This is an optimization exercise on Yosys and OpenROAD, whose aim is small area, a short achievable clock period and few clock cycles, not a production implementation.
Where RTL was checked, it was by simulation tests only, not by an equivalence proof against the original.
Power is estimated from default activity; no workload was simulated.

== v3 ==
==> module processing_element_avalon_interface, before the edit <==
module processing_element_avalon_interface (
    input csi_clockreset_clk,
    input csi_clockreset_reset_n,
    input [7:0] avs_s1_address,
    input avs_s1_read,
    input avs_s1_write,
    input [31:0] avs_s1_writedata,
    output reg [31:0] avs_s1_readdata
);
    wire clk = csi_clockreset_clk;
    wire rst = ~csi_clockreset_reset_n;
    wire [7:0] a = avs_s1_address;
    reg       wr_v;
    reg [4:0] wr_a;
    reg [7:0] wr_d;
    always @(posedge clk) begin
        wr_v <= ~rst & avs_s1_write & (a < 8'd18);
        wr_a <= a[4:0];
        wr_d <= avs_s1_writedata[7:0];
    end
    reg [7:0] img [0:8];
    reg [7:0] filt [0:8];
    reg start;
    wire [7:0] din = rst ? 8'd0 : wr_d;
    wire live = wr_v;
    wire [8:0] sel_x, sel_w;
    genvar i;
    generate
        for (i = 0; i < 9; i = i + 1) begin : g_op
            assign sel_x[i] = live & (wr_a == i);
            assign sel_w[i] = live & (wr_a == i + 9);
            always @(posedge clk)
                if (rst | sel_x[i]) img[i] <= din;
            always @(posedge clk)
                if (rst | sel_w[i]) filt[i] <= din;
        end
    endgenerate
    wire [8:0] sel = sel_x | sel_w;
    wire [7:0] xs, ws;
    generate
        for (i = 0; i < 8; i = i + 1) begin : g_mux
            pe_mux9 mx (
                .s(sel),
                .d({img[8][i], img[7][i], img[6][i], img[5][i], img[4][i],
                    img[3][i], img[2][i], img[1][i], img[0][i]}),
                .y(xs[i])
            );
            pe_mux9 mw (
                .s(sel),
                .d({filt[8][i], filt[7][i], filt[6][i], filt[5][i], filt[4][i],
                    filt[3][i], filt[2][i], filt[1][i], filt[0][i]}),
                .y(ws[i])
            );
        end
    endgenerate
    wire is_x = |sel_x;
    wire [7:0] old_v   = is_x ? xs : ws;
    wire [7:0] other_v = is_x ? ws : xs;
    wire [8:0] delta = {wr_d[7], wr_d} - {old_v[7], old_v};
    always @(posedge clk)
        if (rst) start <= 1'b0;
        else if (avs_s1_write & (a == 8'd18)) start <= avs_s1_writedata[0];
    reg [8:0] d_q;
    reg [7:0] o_q;
    reg [18:0] acc;
    wire [18:0] sum;
    always @(posedge clk) begin
        d_q <= delta;
        o_q <= other_v & {8{~rst}};
    end
    pe_mac_tree mac (
        .d(d_q),
        .o(o_q),
        .acc(acc),
        .sum(sum)
    );
    always @(posedge clk)
        if (rst) acc <= 19'd0;
        else acc <= sum;
    wire [31:0] result = {{13{acc[18]}}, acc};
    always @(*) begin
        case (a)
            8'd30: avs_s1_readdata = result;
            8'd31: avs_s1_readdata = {31'd0, start};
            default: avs_s1_readdata = 32'd0;
        endcase
    end
endmodule
Settings: LEC_CHECK=0, CAP_MARGIN=20, CORE_MARGIN=2, CORE_UTILIZATION=40, CTS_BUF_LIST=sky130_fd_sc_hd__clkbuf_8, CTS_CLUSTER_SIZE=10, SLEW_MARGIN=20, SYNTH_HIERARCHICAL=1, SYNTH_MINIMUM_KEEP_SIZE=0; clock period 12.5 ns.
standard.sh (not shown) runs the stock make flow with config.mk's settings and CLKGATE_MAP_FILE= SYNTH_SCRIPT=/design/flow/synth_recipe.tcl, a recipe that flattens the netlist after the stock synthesis.
==> flow/flow/run.sh <==
#!/bin/bash
# Standard ORFS layout, with repair_timing asked to leave extra setup slack so
# that the fixed input/output paths are built fast. The SDC is the standard flow's own.
set -euo pipefail
bash standard.sh SETUP_SLACK_MARGIN=7 MATCH_CELL_FOOTPRINT=0 \
  "BUFFER_PORTS_ARGS=-buffer_cell sky130_fd_sc_hd__buf_2" finish > standard_flow.log 2>&1
v3 | status: complete | timing, DRC, antenna: pass
Testbench counts of v3, summed over its fixed seeds: cycles 36,800.
Changes in v14 relative to v3:
-- flow/design.v --
<<< v3, line 305
    assign y = ~((a1 & a2) | (b1 & b2) | (c1 & c2));
endmodule
module processing_element_avalon_interface (
    input csi_clockreset_clk,
>>> v14, line 305
    assign y = ~((a1 & a2) | (b1 & b2) | (c1 & c2));
endmodule
module pe_dec30 (input wire [7:0] a, output wire h1, output wire h2, output wire is31);
    assign h1 = &a[4:1];
    assign h2 = ~(a[7] | a[6] | a[5] | a[0]);
    assign is31 = (a == 8'd31);
endmodule
module pe_and3 (input wire a, input wire b, input wire c, output wire y);
    assign y = a & b & c;
endmodule
module pe_rd0 (
    input wire a, input wire b, input wire c, input wire d, input wire e,
    output wire y
);
    assign y = (a & b & c) | (d & e);
endmodule
module processing_element_avalon_interface (
    input csi_clockreset_clk,
<<< v3, line 385
        else acc <= sum;
    wire [31:0] result = {{13{acc[18]}}, acc};
    always @(*) begin
        case (a)
            8'd30: avs_s1_readdata = result;
            8'd31: avs_s1_readdata = {31'd0, start};
            default: avs_s1_readdata = 32'd0;
        endcase
    end
endmodule
>>> v14, line 399
        else acc <= sum;
    wire [31:0] result = {{13{acc[18]}}, acc};
    wire h1, h2, is31;
    pe_dec30 dec (.a(a), .h1(h1), .h2(h2), .is31(is31));
    wire [31:0] rd_bits;
    pe_rd0 rd0 (.a(h1), .b(h2), .c(result[0]), .d(is31), .e(start), .y(rd_bits[0]));
    generate
        for (i = 1; i < 32; i = i + 1) begin : g_rd
            pe_and3 rd (.a(h1), .b(h2), .c(result[i]), .y(rd_bits[i]));
        end
    endgenerate
    always @(*)
        avs_s1_readdata = rd_bits;
endmodule
Results
- v14 finished every step from synthesis to the final layout, and the layout passed the timing, DRC and antenna checks.
- Delta(average wire per cell in the routed design, v14 - v3) > 0
- Compared with v3, in v14 sequential area share after synthesis essentially unchanged; internal power of the cells fell about 4%; slack of the critical path has increased; overall via count from detail_route now sits higher; global-route wire length before repair went up 5.8%.
- From v3 to v14 the numbers moved as follows: number of buffer and inverter stages on the critical path now smaller; longest individual stage delay on the worst path saw an increase.
Testbench counts of v14, summed over its fixed seeds: cycles 36,800.


Another version of the RTL of processing_element_avalon_interface (not shown whole).
For scale: roughly 680 cells after synthesis, roughly 200 flip-flops, ~0.0097 mm2 of cells after synthesis.
==> module pe_dec30, before the edit <==
module pe_dec30 (input wire [7:0] a, output wire h1, output wire h2, output wire is31);
    assign h1 = &a[4:1];
    assign h2 = ~(a[7] | a[6] | a[5] | a[0]);
    assign is31 = (a == 8'd31);
endmodule
==> module pe_and3, before the edit <==
module pe_and3 (input wire a, input wire b, input wire c, output wire y);
    assign y = a & b & c;
endmodule
==> module pe_rd0, before the edit <==
module pe_rd0 (
    input wire a, input wire b, input wire c, input wire d, input wire e,
    output wire y
);
    assign y = (a & b & c) | (d & e);
endmodule
==> module processing_element_avalon_interface, before the edit <==
module processing_element_avalon_interface (
    input csi_clockreset_clk,
    input csi_clockreset_reset_n,
    input [7:0] avs_s1_address,
    input avs_s1_read,
    input avs_s1_write,
    input [31:0] avs_s1_writedata,
    output reg [31:0] avs_s1_readdata
);
    wire clk = csi_clockreset_clk;
    wire rst = ~csi_clockreset_reset_n;
    wire [7:0] a = avs_s1_address;
    reg       wr_v;
    reg [4:0] wr_a;
    reg [7:0] wr_d;
    always @(posedge clk) begin
        wr_v <= ~rst & avs_s1_write & (a < 8'd18);
        wr_a <= a[4:0];
        wr_d <= avs_s1_writedata[7:0];
    end
    reg [7:0] img [0:8];
    reg [7:0] filt [0:8];
    reg start;
    wire [7:0] din = rst ? 8'd0 : wr_d;
    wire live = wr_v;
    wire [8:0] sel_x, sel_w;
    genvar i;
    generate
        for (i = 0; i < 9; i = i + 1) begin : g_op
            assign sel_x[i] = live & (wr_a == i);
            assign sel_w[i] = live & (wr_a == i + 9);
            always @(posedge clk)
                if (rst | sel_x[i]) img[i] <= din;
            always @(posedge clk)
                if (rst | sel_w[i]) filt[i] <= din;
        end
    endgenerate
    wire [8:0] sel = sel_x | sel_w;
    wire [7:0] xs, ws;
    generate
        for (i = 0; i < 8; i = i + 1) begin : g_mux
            pe_mux9 mx (
                .s(sel),
                .d({img[8][i], img[7][i], img[6][i], img[5][i], img[4][i],
                    img[3][i], img[2][i], img[1][i], img[0][i]}),
                .y(xs[i])
            );
            pe_mux9 mw (
                .s(sel),
                .d({filt[8][i], filt[7][i], filt[6][i], filt[5][i], filt[4][i],
                    filt[3][i], filt[2][i], filt[1][i], filt[0][i]}),
                .y(ws[i])
            );
        end
    endgenerate
    wire is_x = |sel_x;
    wire [7:0] old_v   = is_x ? xs : ws;
    wire [7:0] other_v = is_x ? ws : xs;
    wire [8:0] sa = {wr_d[7], wr_d};
    wire [8:0] sb = ~{old_v[7], old_v};
    wire [4:0] sc;
    wire [8:0] delta;
    assign sc[0] = 1'b1;
    generate
        for (i = 0; i < 4; i = i + 1) begin : g_sub
            pe_fa fa (.a(sa[i]), .b(sb[i]), .c(sc[i]), .s(delta[i]), .co(sc[i+1]));
        end
    endgenerate
    assign delta[8:4] = sa[8:4] + sb[8:4] + sc[4];
    always @(posedge clk)
        if (rst) start <= 1'b0;
        else if (avs_s1_write & (a == 8'd18)) start <= avs_s1_writedata[0];
    reg [8:0] d_q;
    reg [7:0] o_q;
    reg [18:0] acc;
    wire [18:0] sum;
    always @(posedge clk) begin
        d_q <= delta;
        o_q <= other_v & {8{~rst}};
    end
    pe_mac_tree mac (
        .d(d_q),
        .o(o_q),
        .acc(acc),
        .sum(sum)
    );
    always @(posedge clk)
        if (rst) acc <= 19'd0;
        else acc <= sum;
    wire [31:0] result = {{13{acc[18]}}, acc};
    wire h1, h2, is31;
    pe_dec30 dec (.a(a), .h1(h1), .h2(h2), .is31(is31));
    wire [31:0] rd_bits;
    pe_rd0 rd0 (.a(h1), .b(h2), .c(result[0]), .d(is31), .e(start), .y(rd_bits[0]));
    generate
        for (i = 1; i < 32; i = i + 1) begin : g_rd
            pe_and3 rd (.a(h1), .b(h2), .c(result[i]), .y(rd_bits[i]));
        end
    endgenerate
    always @(*)
        avs_s1_readdata = rd_bits;
endmodule
Settings: LEC_CHECK=0, CAP_MARGIN=20, CORE_MARGIN=2, CORE_UTILIZATION=40, CTS_BUF_LIST=sky130_fd_sc_hd__clkbuf_8, CTS_CLUSTER_SIZE=10, SLEW_MARGIN=20, SYNTH_HIERARCHICAL=1, SYNTH_MINIMUM_KEEP_SIZE=0; clock period 12.5 ns.
==> flow/flow/run.sh <==
#!/bin/bash
# Standard ORFS layout, with repair_timing asked to leave extra setup slack so
# that the fixed input/output paths are built fast, and a clock tree of
# clkbuf_8 leaves without dummy loads. The SDC is the standard flow's own.
set -euo pipefail
bash standard.sh SETUP_SLACK_MARGIN=7 MATCH_CELL_FOOTPRINT=0 \
  "BUFFER_PORTS_ARGS=-buffer_cell sky130_fd_sc_hd__buf_2" \
  "CTS_ARGS=-sink_clustering_enable -repair_clock_nets -sink_clustering_size 10 -buf_list sky130_fd_sc_hd__clkbuf_8 -dont_use_dummy_load" \
  finish > standard_flow.log 2>&1
The first run completed without violations.
Testbench counts at the start, summed over its fixed seeds: cycles 36,800.
Rerun with:
--- a/flow/design.v
+++ b/flow/design.v
@@ -305,17 +305,21 @@
     assign y = ~((a1 & a2) | (b1 & b2) | (c1 & c2));
 endmodule
-module pe_dec30 (input wire [7:0] a, output wire h1, output wire h2, output wire is31);
+module pe_dec30 (
+    input wire [7:0] a,
+    output wire h1, output wire h2, output wire h3, output wire is31
+);
     assign h1 = &a[4:1];
-    assign h2 = ~(a[7] | a[6] | a[5] | a[0]);
+    assign h2 = ~(a[7] | a[6]);
+    assign h3 = ~(a[5] | a[0]);
     assign is31 = (a == 8'd31);
 endmodule
-module pe_and3 (input wire a, input wire b, input wire c, output wire y);
-    assign y = a & b & c;
+module pe_and4 (input wire a, input wire b, input wire c, input wire d, output wire y);
+    assign y = a & b & c & d;
 endmodule
 module pe_rd0 (
-    input wire a, input wire b, input wire c, input wire d, input wire e,
+    input wire a, input wire b, input wire c, input wire d, input wire e, input wire f,
     output wire y
 );
-    assign y = (a & b & c) | (d & e);
+    assign y = (a & b & c & d) | (e & f);
 endmodule
 module processing_element_avalon_interface (
@@ -377,15 +381,5 @@
     wire [7:0] old_v   = is_x ? xs : ws;
     wire [7:0] other_v = is_x ? ws : xs;
-    wire [8:0] sa = {wr_d[7], wr_d};
-    wire [8:0] sb = ~{old_v[7], old_v};
-    wire [4:0] sc;
-    wire [8:0] delta;
-    assign sc[0] = 1'b1;
-    generate
-        for (i = 0; i < 4; i = i + 1) begin : g_sub
-            pe_fa fa (.a(sa[i]), .b(sb[i]), .c(sc[i]), .s(delta[i]), .co(sc[i+1]));
-        end
-    endgenerate
-    assign delta[8:4] = sa[8:4] + sb[8:4] + sc[4];
+    wire [8:0] delta = {wr_d[7], wr_d} - {old_v[7], old_v};
     always @(posedge clk)
         if (rst) start <= 1'b0;
@@ -409,11 +403,11 @@
         else acc <= sum;
     wire [31:0] result = {{13{acc[18]}}, acc};
-    wire h1, h2, is31;
-    pe_dec30 dec (.a(a), .h1(h1), .h2(h2), .is31(is31));
+    wire h1, h2, h3, is31;
+    pe_dec30 dec (.a(a), .h1(h1), .h2(h2), .h3(h3), .is31(is31));
     wire [31:0] rd_bits;
-    pe_rd0 rd0 (.a(h1), .b(h2), .c(result[0]), .d(is31), .e(start), .y(rd_bits[0]));
+    pe_rd0 rd0 (.a(h1), .b(h2), .c(h3), .d(result[0]), .e(is31), .f(start), .y(rd_bits[0]));
     generate
         for (i = 1; i < 32; i = i + 1) begin : g_rd
-            pe_and3 rd (.a(h1), .b(h2), .c(result[i]), .y(rd_bits[i]));
+            pe_and4 rd (.a(h1), .b(h2), .c(h3), .d(result[i]), .y(rd_bits[i]));
         end
     endgenerate
After rerunning: The changed run produced a clean layout. Setup slack is better by 120 ps. Total power climbs by 0.82%. Clock-buffer cell count is unchanged. First-iteration DRC count drops by 4.4%. Die area climbs by 1.4%. Area after synthesis climbs by 1.4%. Cell area climbs by 3.8%. Wire length climbs by 10%.
Function not checked in the second run of this note: the RTL went through the layout flow alone.

## afterwards: timing with drivers on the ports
The flow's constraints put no driver on any port. The routed layouts listed below were extracted and timed again, unchanged, in two steps. Step 1 (the two cells are an assumption about what drives the block):
set clk [get_ports {csi_clockreset_clk}]
set_driving_cell -lib_cell sky130_fd_sc_hd__clkbuf_16 $clk
set_driving_cell -lib_cell sky130_fd_sc_hd__buf_2 [delete_from_list [all_inputs] $clk]
Step 2 times the ports against the registers' clock, not the clock port: input delays grow and output delays shrink by t, the midpoint of the rising clock arrivals with the driver on. Three values: ideal, step 1, step 2; two values: the first two.
run	shift t [ns]	setup WS [ns]	cell pins on the clock port's net
v3	0.498	6.345 / 6.308 / 6.308	1
v14	0.500	6.516 / 6.482 / 6.482	1
the first run of note 2	0.479	6.529 / 6.508 / 6.508	1
the second run of note 2	0.488	6.647 / 6.584 / 6.584	1
After both steps every run listed still meets setup and hold. The setup slack of the second run of note 2, which loses most, moves by -0.063 ns with the drivers and by -0.063 ns with both steps.
